Background: an optimization exercise with open tools, aiming at small area. Do not read the settings as production practice. RTL that was checked went through simulation tests only; none was proved equivalent to the original. Only the layout flow was run in run 1; the RTL was not checked for function there. Power figures rest on the tool's default switching activity, not on a simulated workload.

### run.sh
#!/bin/bash
# synth_recipe.tcl (not shown) runs the flow's synth.tcl, then flattens the netlist and writes it again
# the make line also repeats each setting of config.mk as NAME=value (left out here)
make -C /OpenROAD-flow-scripts/flow DESIGN_CONFIG=/design/flow/config.mk WORK_HOME=/design/flow/orfs CLKGATE_MAP_FILE= SYNTH_SCRIPT=/design/flow/synth_recipe.tcl finish
### config.mk
export PLATFORM = sky130hd
export DESIGN_NAME = top
export DESIGN_NICKNAME = top
export VERILOG_FILES = /design/flow/design.v
export SDC_FILE = /design/flow/constraint.sdc
export NUM_CORES = 4
export LEC_CHECK = 0
export CAP_MARGIN = 20
export CORE_MARGIN = 2
export CORE_UTILIZATION = 40
export SLEW_MARGIN = 20
### constraint.sdc
create_clock -name core_clock -period 10.0 [get_ports {clock}]
set_input_delay 2.0000 -clock core_clock [delete_from_list [all_inputs] [get_ports {clock}]]
set_output_delay 2.0000 -clock core_clock [all_outputs]
set_load 0.01 [all_outputs]
### design.v
module top(reset, en, clock, ps2clk, ps2data, h_sync, v_sync, r, g, b);
  input reset, en, clock, ps2clk, ps2data;
  output h_sync, v_sync;
  output [2:0] r;
  output [2:0] g;
  output [2:0] b;
  genvar k;
  reg [1:0] dc;
  always @(posedge clock or posedge reset)
    if (reset) dc <= 2'd0;
    else dc <= {dc[1] ^ (dc[0] & en), dc[0] ^ en};
  wire tick = en & ~dc[1] & dc[0];
  reg [3:0] ks;
  reg [3:0] ks_n;
  always @(*)
    case (ks)
      4'd0, 4'd1, 4'd2, 4'd3: ks_n = ps2clk ? ks + 4'd1 : 4'd0;
      4'd4:                   ks_n = ps2clk ? 4'd4 : 4'd5;
      4'd5, 4'd6, 4'd7:       ks_n = ps2clk ? 4'd1 : ks + 4'd1;
      default:                ks_n = ps2clk ? 4'd1 : 4'd0;
    endcase
  always @(posedge clock or posedge reset)
    if (reset) ks <= 4'd0;
    else if (tick) ks <= ks_n;
  wire fe = tick & ks[3];
  reg [3:0] cnt;
  reg       f0;
  reg [2:0] cc;
  reg       par;
  wire start = ~cnt[3] & cnt[1];
  wire last  = ~cnt[3] & ~cnt[1] & cnt[0];
  wire [2:0] d = cnt[2:0];
  reg e1;
  always @(*)
    case (d)
      3'd0: e1 = 1'b1;
      3'd1: e1 = cc[0];
      3'd2: e1 = ~(cc[0] | cc[2]);
      3'd3: e1 = cc[2];
      3'd4: e1 = ~cc[2];
      3'd5: e1 = 1'b1;
      3'd6: e1 = ~(cc[2] & cc[1]);
      default: e1 = 1'b0;
    endcase
  wire e = f0 ? e1 : d[2];
  wire mis = (ps2data ^ e) & ~(cc[1] & cc[0]);
  reg [2:0] t;
  always @(*)
    if (!f0) t = 3'b011;
    else case ({cc, d})
      {3'b000, 3'd0}: t = 3'b001;
      {3'b000, 3'd1}: t = 3'b100;
      {3'b000, 3'd3}: t = 3'b110;
      {3'b001, 3'd1}: t = 3'b010;
      {3'b100, 3'd6}: t = 3'b101;
      default:        t = 3'b011;
    endcase
  wire [2:0] cn = start  ? {3{ps2data}} :
                  cnt[3] ? (mis ? t : cc) :
                  cc | {3{~(par ^ ps2data)}};
  always @(posedge clock)
    if (fe) begin
      cc  <= cn;
      par <= (start ? 1'b0 : par) ^ ps2data;
    end
  wire good = ~(cc[2] & cc[1] & cc[0]) & ps2data;
  wire rel  = fe & last & good & f0;
  always @(posedge clock or posedge reset)
    if (reset) begin
      cnt <= 4'b0111;
      f0  <= 1'b0;
    end else if (fe) begin
      cnt <= last ? 4'b0111 : cnt + 4'd1;
      if (last & good) f0 <= ~f0 & (cc == 3'b000);
    end
  wire hu = (cc == 3'b000), hd = (cc == 3'b001);
  wire wu = (cc == 3'b100), wd = (cc == 3'b010);
  wire ft = (cc == 3'b101), it = (cc == 3'b110);
  localparam [25:0] LR = 26'h30a1746;
  localparam [25:0] LD = 26'h3850ba3;
  reg [25:0] lf;
  reg        blink;
  wire       lwrap = (lf == LD);
  always @(posedge clock or posedge reset)
    if (reset) begin
      lf    <= LR;
      blink <= 1'b0;
    end else begin
      lf    <= {lf[24:0], ~(lf[25] ^ lf[5] ^ lf[1] ^ lf[0]) ^ lwrap};
      blink <= blink ^ lwrap;
    end
  reg [9:0] xp;
  reg [8:0] yp;
  wire xend = (xp == 10'd321);
  wire yend = (yp == 9'd201);
  wire xwrap = tick & xend;
  wire ywrap = xwrap & yend;
  wire [10:0] xc; assign xc[0] = tick;
  wire [9:0]  yc; assign yc[0] = xwrap;
  generate
    for (k = 0; k < 10; k = k + 1) begin : gx
      assign xc[k+1] = xc[k] & xp[k];
    end
    for (k = 0; k < 9; k = k + 1) begin : gy
      assign yc[k+1] = yc[k] & yp[k];
    end
  endgenerate
  always @(posedge clock or posedge reset)
    if (reset) begin
      xp <= 10'h222;   
      yp <= 9'h109;    
    end else begin
      xp <= xwrap ? 10'h222 : xp ^ xc[9:0];
      yp <= ywrap ? 9'h109 : yp ^ yc[8:0];
    end
  reg [8:0] W1;
  reg [7:0] H1;
  reg f, i;
  wire w_max = W1[8] & W1[5] & W1[2];           
  wire w_min = (W1[8:4] == 5'd0);               
  wire h_max = H1[7] & H1[4] & H1[3] & H1[0];   
  wire h_min = (H1[7:4] == 4'd0);               
  wire wch = rel & ((wu & ~w_max) | (wd & ~w_min));
  wire hch = rel & ((hu & ~h_max) | (hd & ~h_min));
  wire [8:0] kw = {{6{wch & ~wu}}, wch & wu, wch & ~wu, wch};
  wire [7:0] kh = {{5{hch & ~hu}}, hch & hu, hch & ~hu, hch};
  wire [9:0] cw; assign cw[0] = 1'b0;
  wire [8:0] ch; assign ch[0] = 1'b0;
  wire [8:0] W1n;
  wire [7:0] H1n;
  generate
    for (k = 0; k < 9; k = k + 1) begin : gw
      assign W1n[k] = W1[k] ^ kw[k] ^ cw[k];
      assign cw[k+1] = (W1[k] & kw[k]) | (W1[k] & cw[k]) | (kw[k] & cw[k]);
    end
    for (k = 0; k < 8; k = k + 1) begin : gh
      assign H1n[k] = H1[k] ^ kh[k] ^ ch[k];
      assign ch[k+1] = (H1[k] & kh[k]) | (H1[k] & ch[k]) | (kh[k] & ch[k]);
    end
  endgenerate
  always @(posedge clock or posedge reset)
    if (reset) begin
      W1 <= 9'd21;
      H1 <= 8'd21;
      f  <= 1'b0;
      i  <= 1'b0;
    end else begin
      W1 <= W1n;
      H1 <= H1n;
      f  <= f ^ (rel & ft);
      i  <= i ^ (rel & it);
    end
  wire [8:0] dx = xp[8:0] ^ {9{xp[9]}};
  wire [7:0] dy = yp[7:0] ^ {8{yp[8]}};
  wire [7:0] kx; assign kx[0] = (dx[1:0] <= W1[1:0]);
  wire [6:0] ky; assign ky[0] = (dy[1:0] <= H1[1:0]);
  wire [6:0] sx;
  wire [5:0] sy;
  generate
    for (k = 0; k < 7; k = k + 1) begin : gsx
      assign sx[k] = W1[k+2] ^ ~dx[k+2] ^ kx[k];
      assign kx[k+1] = (W1[k+2] & ~dx[k+2]) | (W1[k+2] & kx[k]) | (~dx[k+2] & kx[k]);
    end
    for (k = 0; k < 6; k = k + 1) begin : gsy
      assign sy[k] = H1[k+2] ^ ~dy[k+2] ^ ky[k];
      assign ky[k+1] = (H1[k+2] & ~dy[k+2]) | (H1[k+2] & ky[k]) | (~dy[k+2] & ky[k]);
    end
  endgenerate
  wire outer_x = kx[7];
  wire outer_y = ky[6];
  wire inner_x = (sx != 7'd0);
  wire inner_y = (sy != 6'd0);
  wire outline = outer_x & outer_y & ~(inner_x & inner_y);
  wire blank = ($signed(xp) < -10'sd318) | ($signed(yp) < -9'sd198);
  wire inv = (f & blink) | i;
  wire p1 = ~blank & (outline ? ~inv : i);
  wire p0 = ~blank & (outline ?  inv : i);
  assign r = {p1, p0, p0};
  assign g = {p1, p1, p0};
  assign b = {p1, p0, p0};
  assign h_sync = ~(($signed(xp) >= -10'sd462) & ($signed(xp) <= -10'sd367));
  assign v_sync = ($signed(yp) == -9'sd235) | ($signed(yp) == -9'sd234);
endmodule
==> run notes, run 1 <==
----------------------------------------------------
[Run status]
  Status ... timing/DRC/antenna clean

[Power]
  Overall power ... 0.0009876 W
  Leakage power figure ... 2.354 nW
  Total power per unit cell area ... between 150 and 200 nW/µm²
  Peak supply drop ... 126.6 µV

[Min path]
  Min-Delay Path Depth ... 0
  Hold worst-path end ... lf[25]
  Path type of the worst min-delay path ... reg2reg
  Origin of the worst min-delay path ... lf[24]

[Job]
  Maxcap violations ... 0

[STA]
  Setup-failing EPs final ... 0
  Measured slew at the worst slew-check pin ... 0.9482 ns
  RSZ-0062 raised after global routing ... false
  Final critical path time including I/O delays and setup ... roughly 8 ns
  Final count of hold timing violations ... 0
  Final Cycle Share ... a little over 80%
  Relative slew slack ... approximately 37%
  Setup Skew ... between 0.006 and 0.007 ns
  Total Neg Setup Slack ... 0 ns
  Maximum clock rate ... around 120 MHz
  Final count of pins violating max slew ... 0

[Layout]
  Antenna diodes ... 0
  Proportion of layout cells with a drive suffix above 1 ... between 10% and 20%
  Layout overhead on the synthesized area ... 11.36%
  Count of nets after finishing ... approximately 480
  Final instance area ... 5211 µm²
  Number of fillers in the final layout ... ~1100

[GRT]
  GRT overflow ... 0
  Met3 track utilization from global routing ... between 2 and 2.5%
  Maximum number of pins on one net before global-route repair ... between 70 and 80
  Number of antenna violations at the first check in global routing ... 0
  Fraction of met1 tracks used by global routing ... 18.86%
  Wire length of the first global-routing pass ... 13810 µm
  GR Layer Usage met2 ... 21.49%
  GRT Max-Usage Layer ... met2
  Global routing usage summed across all routing layers ... between 10 and 15%
  Number of global-route vias before repair ... 2908

[Synthesis]
  Combinational family with the most area after synthesis ... adder cells
  Net Count, Synth ... 467
  Synth unique cells ... 58
  Mean cell area of the mapped netlist ... ~12 µm²
  Compound-cell area share of the yosys netlist ... 8.369%
  Cell type with the highest aggregate area in the netlist ... sky130_fd_sc_hd__dfrtp_1
  Gate Count Post-Synth ... between 300 and 400
  Register area share after synthesis ... a little over two fifths
  Most instantiated flip-flop cell in the synthesis netlist ... sky130_fd_sc_hd__dfrtp_1
  Area fraction of the dominant cell type after synthesis ... 26.74%
  Most used standard cells in the synthesized netlist ... 50 x sky130_fd_sc_hd__dfrtp_1, 39 x sky130_fd_sc_hd__ha_1, 26 x sky130_fd_sc_hd__dfstp_2, 26 x sky130_fd_sc_hd__fa_1, 24 x sky130_fd_sc_hd__inv_1
  Mux contribution to synthesized area ... 0.8556%
  Post-synthesis adder-cell area fraction ... 21.55%
  Most instantiated library cell after synthesis ... sky130_fd_sc_hd__dfrtp_1
  Netlist area before placement ... about 4700 µm²
  Share of synthesized registers carrying an async set or reset ... 95.00%
  Number of enable-type register cells in the synthesized netlist ... 4
  Cells taking the most area after synthesis ... sky130_fd_sc_hd__dfrtp_1 27%, sky130_fd_sc_hd__dfstp_2 15%, sky130_fd_sc_hd__fa_1 11%
  Parity-gate share of the synthesized area counting xor and xnor cells ... 5.989%
  Number of warning messages in the yosys log ... 1
  #FFs+latches synth ... 80
  Simple-gate share of the synthesized area ... between 15 and 20%

[Clocking]
  H-tree lvl count ... 3
  Buffer cell driving the clock tree root ... sky130_fd_sc_hd__clkbuf_16
  Number of clock buffers inserted by TritonCTS ... 9
  Buffers inserted by post-CTS timing repair ... 0
  CTS tree ... done
  Worst-Skew Late Latency ... 0.33 ns
  Buffers from clock root to sink, at most ... 2
  Clock net sink count ... 80
  Clock-pin transition on the worst setup and hold timing paths ... around 0.060 ns
  Total of cells resized after clock tree synthesis ... 0
  Hold-fix buffer count after cts ... 0

[Place]
  Routability cong. ... roughly 0.8
  Post-DP HPWL ... around 5700 µm
  Dpl cell area ... between 4000 and 5000 µm²
  Count of input and output buffers ... 15

[Floorplan]
  Placeable Area ... about 11000 µm²
  Y dimension of the die ... 112.2 µm
  Floorplan die width ... roughly 110 µm
  Count of standard-cell rows ... 39
  Die Footprint ... ~13000 µm²
  Initial core utilization ... about two fifths
  Number of top-level pins ... 16

[Worst setup path]
  Critical path's most frequent cell ... sky130_fd_sc_hd__fa_1
  Endpoint of the worst-slack reg-to-reg timing path ... W1[8]
  FF-to-FF Start ... W1[5]
  Critical path required time ... about 8 ns
  Path depth of the worst reg2reg path ... 14
  Cell with the biggest individual delay on the critical path ... sky130_fd_sc_hd__dfstp_2
  Worst path top cell family by delay ... adder cells
  Startpoint type of the worst setup path ... register
  Reg2Reg Setup Slack ... roughly 5.2 ns
  Data arrival time at the worst-slack endpoint ... roughly 6.2 ns
  Critical Path Fanout Max ... 14
  CP max stage delay ... around 0.74 ns
  Cells along the critical path ... ha_1 > ha_1 > a21oi_1 > fa_1 > inv_1 > fa_1 > fa_1 > fa_1 > fa_1 > fa_1 > fa_1 > nor4b_1 > nand2_1 > a21oi_1 > a31oi_1 > nor3_1 > clkdlybuf4s50_1
  Buf+Inv Stages, Crit Path ... 2
  Worst Path Class, Setup ... reg2out
  Type of destination of the critical path ... primary output

[Routing]
  Remaining antenna violation count after routing ... 0
  Routed WL ... roughly 7900 µm
  Router iterations before antenna repair ... 4
  Via density per instance ... between 5 and 6
  Post-route DRC violation count ... 0
  Detailed-route via count ... around 2800
  Wire length per cell after detailed routing ... about 14 µm
  Number of DRC violations after detailed-routing iteration 0 ... 177

----------------------------------------------------
worst max-delay path by stage:
stage	cells past startpoint	slack, ns	start	to
2_1_floorplan	19	2.79	xp[9]	b[0]
3_3_place_gp	17	2.37	xp[9]	b[0]
3_5_place_dp	17	2.20	xp[9]	r[0]
4_1_cts	17	1.82	xp[9]	r[0]
5_1_grt	19	1.47	xp[9]	b[1]
6_report	17	1.80	xp[9]	r[0]
through the flow:
| stage | hold WS [ns] | std cells | setup slack, ns | util (%) |
|---|---|---|---|---|
| 2_1_floorplan | 0.3466 | 397 | 2.788 | - |
| 3_3_place_gp | 0.3535 | 540 | 2.368 | 43.11 |
| 3_5_place_dp | 0.3579 | 540 | 2.202 | 43.11 |
| 4_1_cts | 0.3676 | 556 | 1.823 | 45.64 |
| 5_1_grt | 0.3721 | 556 | 1.475 | 45.64 |
| 6_report | 0.3659 | 556 | 1.800 | 45.64 |
cells by family (layout without fill, tap and decap cells):
group / after synthesis / in the layout
simple gates: 117 / 117
mux: 4 / 4
compound gates: 57 / 57
fa+ha+maj: 65 / 65
xor+xnor: 32 / 32
buf+inv: 42 / 58
flops: 80 / 80
final cells by class:
type                            instances  area [µm²]  share of cell area (%)
Multi-Input combinational cell        275        2427                   46.58
Sequential cell                        80        2054                   39.42
Clock buffer                           10       239.0                   4.586
Tap cell                              143       178.9                   3.433
Timing Repair Buffer                   16       157.7                   3.025
Inverter                               26       103.9                   1.993
Clock inverter                          6       50.05                  0.9604
where the power goes:
part	internal [W]	switching [W]
clock network	0.000178	0.000138
logic	0.000125	0.000130
registers	0.000364	0.0000526
sequential cells by signal (all words and copies together), names as in the netlist:
name and flops:
H1 8, W1 9, blink 1, cc 3, cnt 4, dc 2, f 1, f0 1
i 1, ks 4, lf 26, par 1, xp 10, yp 9
worst register-to-register path, delay by kind of cell, from the launching register on:
kind	cells	cell delay, ns
xor+xnor	2	0.27
fa+ha+maj	8	2.94
simple gates	2	0.58
compound gates	2	0.39
flops	1	0.44
cells in the final DEF, fill, tap and decap left out, types with 3 or more instances in the layout:
master and n:
sky130_fd_sc_hd__and2_1 7, sky130_fd_sc_hd__or2_1 3, sky130_fd_sc_hd__nand3_1 6, sky130_fd_sc_hd__dfstp_2 26
sky130_fd_sc_hd__nand3b_1 3, sky130_fd_sc_hd__nand4b_1 3, sky130_fd_sc_hd__a31oi_1 5, sky130_fd_sc_hd__xnor2_1 22
sky130_fd_sc_hd__nand4_1 8, sky130_fd_sc_hd__o21ai_0 15, sky130_fd_sc_hd__nor2_1 20, sky130_fd_sc_hd__nand2_1 18
sky130_fd_sc_hd__a21oi_1 14, sky130_fd_sc_hd__clkbuf_16 9, sky130_fd_sc_hd__nor2b_1 10, sky130_fd_sc_hd__fa_1 26
sky130_fd_sc_hd__nand2b_1 5, sky130_fd_sc_hd__ha_1 39, sky130_fd_sc_hd__nor4_1 7, sky130_fd_sc_hd__dfrtp_1 50
sky130_fd_sc_hd__mux2i_1 4, sky130_fd_sc_hd__o22ai_1 3, sky130_fd_sc_hd__clkdlybuf4s50_1 15, sky130_fd_sc_hd__xor2_1 10
sky130_fd_sc_hd__inv_1 23, sky130_fd_sc_hd__edfxtp_1 4, sky130_fd_sc_hd__nor3_1 7, sky130_fd_sc_hd__o21a_1 5
layer usage:
layer  routed length (µm)  vias to the layer above
met2                 3602                       45
met1                 3866                     1379
met4                  155                        0
met5                    0                        -
met3                  273                       12
li1                     -                     1404
==> run 2: changes to the inputs <==
--- a/design.v
+++ b/design.v
@@ -171,13 +171,13 @@
   wire inner_x = (sx != 7'd0);
   wire inner_y = (sy != 6'd0);
   wire outline = outer_x & outer_y & ~(inner_x & inner_y);
-  wire blank = ($signed(xp) < -10'sd318) | ($signed(yp) < -9'sd198);
+  wire blank = (xp[9] & (xp[8:0] <= 9'd193)) | (yp[8] & (yp[7:0] <= 8'd57));
   wire inv = (f & blink) | i;
   wire p1 = ~blank & (outline ? ~inv : i);
   wire p0 = ~blank & (outline ?  inv : i);
   assign r = {p1, p0, p0};
   assign g = {p1, p1, p0};
   assign b = {p1, p0, p0};
-  assign h_sync = ~(($signed(xp) >= -10'sd462) & ($signed(xp) <= -10'sd367));
-  assign v_sync = ($signed(yp) == -9'sd235) | ($signed(yp) == -9'sd234);
+  assign h_sync = ~(xp[9] & (xp[8:0] >= 9'd50) & (xp[8:0] <= 9'd145));     
+  assign v_sync = (yp == 9'd277) | (yp == 9'd278);                          
 endmodule
==> run 2 against run 1 <==
Effect of this change:
- non-clock buffer count is the same
- routed wire length shrank 1.1%
- register-to-register slack got worse by 0.31 ns
- clock power increased by 17%
- maximum frequency about the same
- first-iteration DRC count is 37% lower
- sequential cell count is the same
- total power grew 2.3%
- critical endpoint is now g[1]
- largest power group unchanged
- highest routed layer unchanged
==> run notes, run 2 <==
----------------------------------------------------
[Worst setup path]
  Worst Path Class, Setup ... reg2out
  Reg2Reg Setup Slack ... 4.92 ns (-0.31 ns)
  Path depth of the worst reg2reg path ... 16 (+2)
  Data arrival time at the worst-slack endpoint ... 6.20 ns (about the same)
  Critical Path Fanout Max ... 12 (-2)
  Buf+Inv Stages, Crit Path ... 2 (unchanged)
  Type of destination of the critical path ... primary output
  Critical path's most frequent cell ... sky130_fd_sc_hd__fa_1
  CP max stage delay ... 0.70 ns (-0.04 ns)
  Cell with the biggest individual delay on the critical path ... sky130_fd_sc_hd__dfstp_2
  Cells along the critical path ... xor2_1 > ha_1 > a21oi_1 > a21oi_1 > fa_1 > inv_1 > fa_1 > fa_1 > fa_1 > fa_1 > fa_1 > fa_1 > nor4b_1 > a22oi_1 > or4b_2 > a21oi_1 > clkdlybuf4s50_1
  FF-to-FF Start ... dc[0]
  Worst path top cell family by delay ... adder cells
  Endpoint of the worst-slack reg-to-reg timing path ... W1[8]
  Critical path required time ... 8.00 ns (about the same)
  Startpoint type of the worst setup path ... register

[Clocking]
  Number of clock buffers inserted by TritonCTS ... 9 (unchanged)
  Buffer cell driving the clock tree root ... sky130_fd_sc_hd__clkbuf_16
  Clock net sink count ... 80 (unchanged)
  Total of cells resized after clock tree synthesis ... 0 (unchanged)
  Buffers from clock root to sink, at most ... 2 (unchanged)
  Clock-pin transition on the worst setup and hold timing paths ... 0.07 ns (about the same)
  H-tree lvl count ... 3 (unchanged)
  Worst-Skew Late Latency ... 0.34 ns (about the same)
  Hold-fix buffer count after cts ... 0 (unchanged)
  Buffers inserted by post-CTS timing repair ... 0 (unchanged)
  CTS tree ... done

[Synthesis]
  Synth unique cells ... 60 (+3.4%)
  Gate Count Post-Synth ... 384 (-3.3%)
  Cells taking the most area after synthesis ... sky130_fd_sc_hd__dfrtp_1 27%, sky130_fd_sc_hd__dfstp_2 15%, sky130_fd_sc_hd__fa_1 11%
  Register area share after synthesis ... 45.02% (+1.1 points)
  Most used standard cells in the synthesized netlist ... 50 x sky130_fd_sc_hd__dfrtp_1, 34 x sky130_fd_sc_hd__ha_1, 26 x sky130_fd_sc_hd__dfstp_2, 26 x sky130_fd_sc_hd__fa_1, 25 x sky130_fd_sc_hd__inv_1
  Cell type with the highest aggregate area in the netlist ... sky130_fd_sc_hd__dfrtp_1
  Mean cell area of the mapped netlist ... 11.88 µm² (+0.81%)
  Netlist area before placement ... 4563 µm² (-2.5%)
  Area fraction of the dominant cell type after synthesis ... 27.42% (+0.68 points)
  Share of synthesized registers carrying an async set or reset ... 95.00% (unchanged)
  Most instantiated flip-flop cell in the synthesis netlist ... sky130_fd_sc_hd__dfrtp_1
  #FFs+latches synth ... 80 (unchanged)
  Net Count, Synth ... 449 (-3.9%)
  Number of warning messages in the yosys log ... 1 (unchanged)
  Number of enable-type register cells in the synthesized netlist ... 4 (unchanged)
  Most instantiated library cell after synthesis ... sky130_fd_sc_hd__dfrtp_1

[Min path]
  Hold worst-path end ... lf[9]
  Path type of the worst min-delay path ... reg2reg
  Origin of the worst min-delay path ... lf[8]
  Min-Delay Path Depth ... 0 (unchanged)

[Run status]
  Status ... timing/DRC/antenna clean

[Floorplan]
  Number of top-level pins ... 16 (unchanged)
  Die Footprint ... 12280 µm² (-2.4%)
  Floorplan die width ... 110.8 µm (-1.2%)
  Count of standard-cell rows ... 39 (unchanged)
  Y dimension of the die ... 110.8 µm (-1.2%)
  Initial core utilization ... 40.48% (-0.50 points)
  Placeable Area ... 11270 µm² (-1.3%)

[Power]
  Overall power ... 0.001011 W (+2.3%)
  Leakage power figure ... 2.310 nW (-1.9%)
  Total power per unit cell area ... 197.2 nW/µm² (+4.0%)
  Peak supply drop ... 108.0 µV (-15%)

[STA]
  Final count of pins violating max slew ... 0 (unchanged)
  Final critical path time including I/O delays and setup ... 8.205 ns (+0.005300 ns)
  Total Neg Setup Slack ... 0 ns (unchanged)
  RSZ-0062 raised after global routing ... false
  Measured slew at the worst slew-check pin ... 0.9403 ns (-0.007980 ns)
  Setup Skew ... 0.008024 ns (+0.001435 ns)
  Final Cycle Share ... 82.05% (about the same)
  Final count of hold timing violations ... 0 (unchanged)
  Relative slew slack ... 37.32% (+0.53 points)
  Maximum clock rate ... 121.9 MHz (about the same)
  Setup-failing EPs final ... 0 (unchanged)

[GRT]
  Number of global-route vias before repair ... 2860 (-1.7%)
  Global routing usage summed across all routing layers ... 14.29% (+0.60 points)
  Wire length of the first global-routing pass ... 14110 µm (+2.2%)
  Number of antenna violations at the first check in global routing ... 0 (unchanged)
  GRT overflow ... 0 (unchanged)
  Maximum number of pins on one net before global-route repair ... 77 (unchanged)

[Job]
  Maxcap violations ... 0 (unchanged)

[Routing]
  Post-route DRC violation count ... 0 (unchanged)
  Number of DRC violations after detailed-routing iteration 0 ... 112 (-37%)
  Detailed-route via count ... 2775 (-2.3%)
  Routed WL ... 7808 µm (-1.1%)
  Router iterations before antenna repair ... 4 (unchanged)
  Via density per instance ... 5.148 (+0.79%)
  Wire length per cell after detailed routing ... 14.49 µm (+2.0%)
  Remaining antenna violation count after routing ... 0 (unchanged)

[Layout]
  Final cell count without fillers ... 539 (-3.1%)
  Register with the most flip-flops ... lf
  Number of fillers in the final layout ... 1016 (-5.0%)
  Count of nets after finishing ... 456 (-4.6%)
  Largest registers ... lf: 26 flops, xp: 10 flops
  Top library cells by usage in the layout, fill and taps aside ... 50 x sky130_fd_sc_hd__dfrtp_1, 34 x sky130_fd_sc_hd__ha_1, 26 x sky130_fd_sc_hd__dfstp_2, 26 x sky130_fd_sc_hd__fa_1, 24 x sky130_fd_sc_hd__inv_1
  Layout overhead on the synthesized area ... 12.31%
  Leading cell type in the layout, fill and taps excluded ... sky130_fd_sc_hd__dfrtp_1
  Antenna diodes ... 0 (unchanged)
  Proportion of layout cells with a drive suffix above 1 ... 14.14% (+0.58 points)
  Number of flip-flops in the largest register ... 26 (unchanged)
  Final instance area ... 5125 µm² (-1.7%)

[Place]
  Post-DP HPWL ... 5679 µm (+0.26%)
  Dpl cell area ... 4791 µm² (-2.7%)
  Number of cells in the design after placement ... 523 (-3.1%)
  Routability cong. ... 0.8143 (+1.5%)
  Count of input and output buffers ... 15 (unchanged)

----------------------------------------------------
==> run 2: stage by stage <==
stage               utilization, %  hold slack, ns  setup WS [ns]
detailed placement           42.50          0.3549          2.144
CTS                          45.47          0.3685          1.775
global placement             42.50          0.3538          2.260
global route                 45.47          0.3768          1.538
floorplan                        -          0.3466          2.551
finish                       45.47          0.3677          1.795
==> run 2: worst max-delay path by stage <==
stage           from    to  cells after the start
5_1_grt        xp[9]  g[2]                     17
2_1_floorplan  xp[9]  b[2]                     18
4_1_cts        xp[9]  b[2]                     17
6_report       xp[9]  g[1]                     17
3_5_place_dp   xp[9]  b[2]                     17
3_3_place_gp   xp[9]  g[1]                     17
==> run 2: final cells by class <==
| type | instances | area, µm² | share of cell area, % |
|---|---|---|---|
| repair buffers | 16 | 157.7 | 3.076 |
| clock buffers | 9 | 225.2 | 4.395 |
| well taps | 143 | 178.9 | 3.491 |
| inverters | 26 | 97.59 | 1.904 |
| multi-input cells | 258 | 2302 | 44.92 |
| flip-flops and latches | 80 | 2054 | 40.09 |
| clock inverters | 7 | 108.9 | 2.124 |
==> run 2: logic make-up after synthesis <==
group | synth area share, %
buffers and inverters | 4.524
muxes | 0.2194
adders and majority gates | 20.73
DFF | 45.02
xor gates and xnor gates | 6.142
and+or+nand+nor | 14.78
AOI/OAI and AO/OA | 8.583
==> run 2: metal layers <==
metal	routed length [µm]	vias to the layer above	share of wire (%)	global-route usage [%]
met2	3701	18	47	21.23
met4	50	0	0.64	6.500
li1	-	1348	-	-
met3	125	6	1.6	2.624
met1	3930	1403	50	20.47
met5	0	-	0	0
==> run 2: where the power goes <==
| part | total (W) | internal, W | leakage (nW) | switching (W) |
|---|---|---|---|---|
| Clock | 0.000370 | 0.000225 | 0.164 | 0.000145 |
| Combinational | 0.000246 | 0.000123 | 1.19 | 0.000123 |
| Sequential | 0.000395 | 0.000360 | 0.954 | 0.0000349 |
==> run 3: changes to the inputs <==
--- a/config.mk
+++ b/config.mk
@@ -8,4 +8,7 @@
 export CAP_MARGIN = 20
 export CORE_MARGIN = 2
 export CORE_UTILIZATION = 40
+export CTS_BUF_LIST = sky130_fd_sc_hd__clkbuf_8
+export CTS_CLUSTER_DIAMETER = 100
+export CTS_CLUSTER_SIZE = 30
 export SLEW_MARGIN = 20
==> run 3 against run 2 <==
Effect of this change:
- still clean
- design area down 2.0%
- synthesized cell count unchanged
- largest cell class unchanged
- worst hold slack better by 0.0027 ns
==> run notes, run 3 <==
----------------------------------------------------
[Routing]
  Via density per instance ... 5.167 (+0.36%)
  Post-route DRC violation count ... 0 (unchanged)
  Wire length per cell after detailed routing ... 14.25 µm (-1.6%)
  Detailed-route via count ... 2785 (+0.36%)
  Number of DRC violations after detailed-routing iteration 0 ... 127 (+13%)
  Remaining antenna violation count after routing ... 0 (unchanged)
  Router iterations before antenna repair ... 4 (unchanged)
  Routed WL ... 7681 µm (-1.6%)

[Worst setup path]
  Critical Path Fanout Max ... 12 (unchanged)
  Worst Path Class, Setup ... reg2out
  Source of the critical timing path ... xp[9]
  Startpoint type of the worst setup path ... register
  Worst path top cell family by delay ... adder cells
  Buf+Inv Stages, Crit Path ... 2 (unchanged)
  Critical path required time ... 8.00 ns (about the same)
  Type of destination of the critical path ... primary output
  Data arrival time at the worst-slack endpoint ... 6.23 ns (+0.03 ns)
  FF-to-FF Start ... dc[0]
  Cell with the biggest individual delay on the critical path ... sky130_fd_sc_hd__dfstp_2
  Cells along the critical path ... xor2_1 > ha_1 > a21oi_1 > a21oi_1 > fa_1 > inv_1 > fa_1 > fa_1 > fa_1 > fa_1 > fa_1 > fa_1 > nor4b_1 > a22oi_1 > or4b_2 > a21oi_1 > clkdlybuf4s50_1
  CP max stage delay ... 0.71 ns (about the same)
  Critical path's most frequent cell ... sky130_fd_sc_hd__fa_1

[Layout]
  Largest registers ... lf: 26 flops, xp: 10 flops
  Proportion of layout cells with a drive suffix above 1 ... 14.14% (unchanged)
  Antenna diodes ... 0 (unchanged)
  Number of fillers in the final layout ... 1025 (+0.89%)
  Register with the most flip-flops ... lf
  Layout overhead on the synthesized area ... 10.09%
  Leading cell type in the layout, fill and taps excluded ... sky130_fd_sc_hd__dfrtp_1
  Top library cells by usage in the layout, fill and taps aside ... 50 x sky130_fd_sc_hd__dfrtp_1, 34 x sky130_fd_sc_hd__ha_1, 26 x sky130_fd_sc_hd__dfstp_2, 26 x sky130_fd_sc_hd__fa_1, 24 x sky130_fd_sc_hd__inv_1
  Count of nets after finishing ... 456 (unchanged)
  Number of flip-flops in the largest register ... 26 (unchanged)

[STA]
  Measured slew at the worst slew-check pin ... 0.9465 ns (+0.006283 ns)
  Setup Skew ... 0.01374 ns (+0.005718 ns)
  Final Cycle Share ... 82.28% (+0.23 points)
  Relative slew slack ... 36.90% (-0.42 points)
  Maximum clock rate ... 121.5 MHz (-0.28%)
  RSZ-0062 raised after global routing ... false
  Final count of hold timing violations ... 0 (unchanged)
  Setup-failing EPs final ... 0 (unchanged)
  Worst hold slack ... 0.3704 ns (+0.002671 ns)
  Final critical path time including I/O delays and setup ... 8.228 ns (+0.02311 ns)
  Final count of pins violating max slew ... 0 (unchanged)
  Total Neg Setup Slack ... 0 ns (unchanged)

[Min path]
  Path type of the worst min-delay path ... reg2reg
  Origin of the worst min-delay path ... lf[8]

[GRT]
  Number of antenna violations at the first check in global routing ... 0 (unchanged)
  Maximum number of pins on one net before global-route repair ... 77 (unchanged)
  GRT overflow ... 0 (unchanged)
  Number of global-route vias before repair ... 2856 (-0.14%)
  Global routing usage summed across all routing layers ... 13.96% (-0.33 points)
  Wire length of the first global-routing pass ... 13940 µm (-1.2%)

[Synthesis]
  Most used standard cells in the synthesized netlist ... 50 x sky130_fd_sc_hd__dfrtp_1, 34 x sky130_fd_sc_hd__ha_1, 26 x sky130_fd_sc_hd__dfstp_2, 26 x sky130_fd_sc_hd__fa_1, 25 x sky130_fd_sc_hd__inv_1
  Net Count, Synth ... 449 (unchanged)
  Register area share after synthesis ... 45.02% (unchanged)
  Cell type with the highest aggregate area in the netlist ... sky130_fd_sc_hd__dfrtp_1
  Area fraction of the dominant cell type after synthesis ... 27.42% (unchanged)
  Netlist area before placement ... 4563 µm² (unchanged)
  Synth unique cells ... 60 (unchanged)
  Mean cell area of the mapped netlist ... 11.88 µm² (unchanged)
  Gate Count Post-Synth ... 384 (unchanged)
  Cells taking the most area after synthesis ... sky130_fd_sc_hd__dfrtp_1 27%, sky130_fd_sc_hd__dfstp_2 15%, sky130_fd_sc_hd__fa_1 11%
  Share of synthesized registers carrying an async set or reset ... 95.00% (unchanged)
  #FFs+latches synth ... 80 (unchanged)
  Most instantiated library cell after synthesis ... sky130_fd_sc_hd__dfrtp_1
  Number of enable-type register cells in the synthesized netlist ... 4 (unchanged)
  Number of warning messages in the yosys log ... 1 (unchanged)
  Most instantiated flip-flop cell in the synthesis netlist ... sky130_fd_sc_hd__dfrtp_1

[Clocking]
  Worst-Skew Late Latency ... 0.35 ns (about the same)
  Buffers from clock root to sink, at most ... 2 (unchanged)
  Number of clock buffers inserted by TritonCTS ... 9 (unchanged)
  H-tree lvl count ... 3 (unchanged)
  Clock-pin transition on the worst setup and hold timing paths ... 0.09 ns (+0.02 ns)
  Total of cells resized after clock tree synthesis ... 0 (unchanged)
  Hold-fix buffer count after cts ... 0 (unchanged)
  CTS tree ... done
  Buffer cell driving the clock tree root ... sky130_fd_sc_hd__clkbuf_8
  Buffers inserted by post-CTS timing repair ... 0 (unchanged)
  Clock net sink count ... 80 (unchanged)

[Power]
  Overall power ... 0.0009194 W (-9.0%)
  Leakage power figure ... 2.264 nW (-2.0%)
  Total power per unit cell area ... 183.0 nW/µm² (-7.2%)
  Peak supply drop ... 106.7 µV (-1.2%)

[Floorplan]
  Initial core utilization ... 40.48% (unchanged)
  Floorplan die width ... 110.8 µm (unchanged)
  Number of top-level pins ... 16 (unchanged)
  Placeable Area ... 11270 µm² (unchanged)
  Count of standard-cell rows ... 39 (unchanged)
  Die Footprint ... 12280 µm² (unchanged)
  Y dimension of the die ... 110.8 µm (unchanged)

[Job]
  Maxcap violations ... 0 (unchanged)

[Place]
  Post-DP HPWL ... 5679 µm (unchanged)
  Count of input and output buffers ... 15 (unchanged)
  Routability cong. ... 0.8143 (unchanged)

[Run status]
  Status ... timing/DRC/antenna clean

----------------------------------------------------
==> run 3: final cells by class <==
class | count | area, µm² | share of cell area (%)
clock buffer | 9 | 123.9 | 2.466
clock inverter | 7 | 108.9 | 2.167
inverter | 26 | 97.59 | 1.943
multi-input combinational | 258 | 2302 | 45.83
sequential | 80 | 2054 | 40.90
tap | 143 | 178.9 | 3.562
timing repair buffer | 16 | 157.7 | 3.138
==> run 3: routing by layer <==
| layer | track usage (%) | share of wire [%] | wire length, µm |
|---|---|---|---|
| met5 | 0 | 0 | 0 |
| met4 | 4.500 | 0.85 | 65 |
| met3 | 2.952 | 2.0 | 154 |
| met1 | 20.22 | 50 | 3856 |
| met2 | 21.10 | 47 | 3605 |
==> run 3: cells by family (layout without fill, tap and decap cells) <==
logic type / count (synthesis) / count (layout) / share of synthesized area (%)
buf+inv: 46 / 58 / 4.524
flops: 80 / 80 / 45.02
fa+ha+maj: 60 / 60 / 20.73
mux: 1 / 1 / 0.2194
compound gates: 59 / 59 / 8.583
simple gates: 106 / 106 / 14.78
xor+xnor: 32 / 32 / 6.142
==> run 3: worst paths after layout <==
check,slack [ns],cells past startpoint,endpoint
max in group asynchronous,7.13,3,W1[1]
setup / recovery,1.77,17,g[1]
setup reg to reg,4.92,16,W1[8]
hold reg to reg,0.37,0,lf[9]
hold / removal,0.37,0,lf[9]
min in group asynchronous,2.24,3,yp[2]
==> run 3: power by group <==
group | total (W) | internal (W) | switching (W)
Combinational | 0.000246 | 0.000123 | 0.000123
Sequential | 0.000394 | 0.000359 | 0.0000349
Clock | 0.000279 | 0.000146 | 0.000133
Total | 0.000919 | 0.000629 | 0.000291
==> run 3: stage by stage <==
step | setup slack (ns) | area, µm² | instances | utilization, %
after detailed placement | 2.144 | 4791 | 523 | 42.50
after global routing | 1.500 | 5024 | 539 | 44.57
after floorplan | 2.551 | 4563 | 384 | -
after CTS | 1.738 | 5024 | 539 | 44.57
after global placement | 2.260 | 4791 | 523 | 42.50
final | 1.772 | 5024 | 539 | 44.57

[separate check: timing with driven ports]
How much do the figures lean on ideal ports? The routed layouts below were timed once more, with nothing changed but the port constraints. Step 1: set_driving_cell puts a clkbuf_16 on clock and a buf_2 on each other input, an assumption about the parent block. Step 2 times the ports against the registers' clock, not the clock port: input delays grow and output delays shrink by t, the midpoint of the rising clock arrivals with the driver on. a / b / c = no drivers / after step 1 / after step 2; a / b = the first two.
| run | shift t [ns] | setup WS [ns] | hold WS [ns] | worst data-port slew with drivers (ns) | cell pins on the clock port's net |
|---|---|---|---|---|---|
| run 1 | 0.365 | 1.800 / 1.765 / 2.130 | 0.366 / 0.366 / 0.366 | 0.03 | 1 |
| run 2 | 0.373 | 1.795 / 1.757 / 2.130 | 0.368 / 0.368 / 0.368 | 0.03 | 1 |
| run 3 | 0.380 | 1.772 / 1.739 / 2.119 | 0.370 / 0.370 / 0.370 | 0.03 | 1 |
After both steps setup and hold are still met in every run listed.
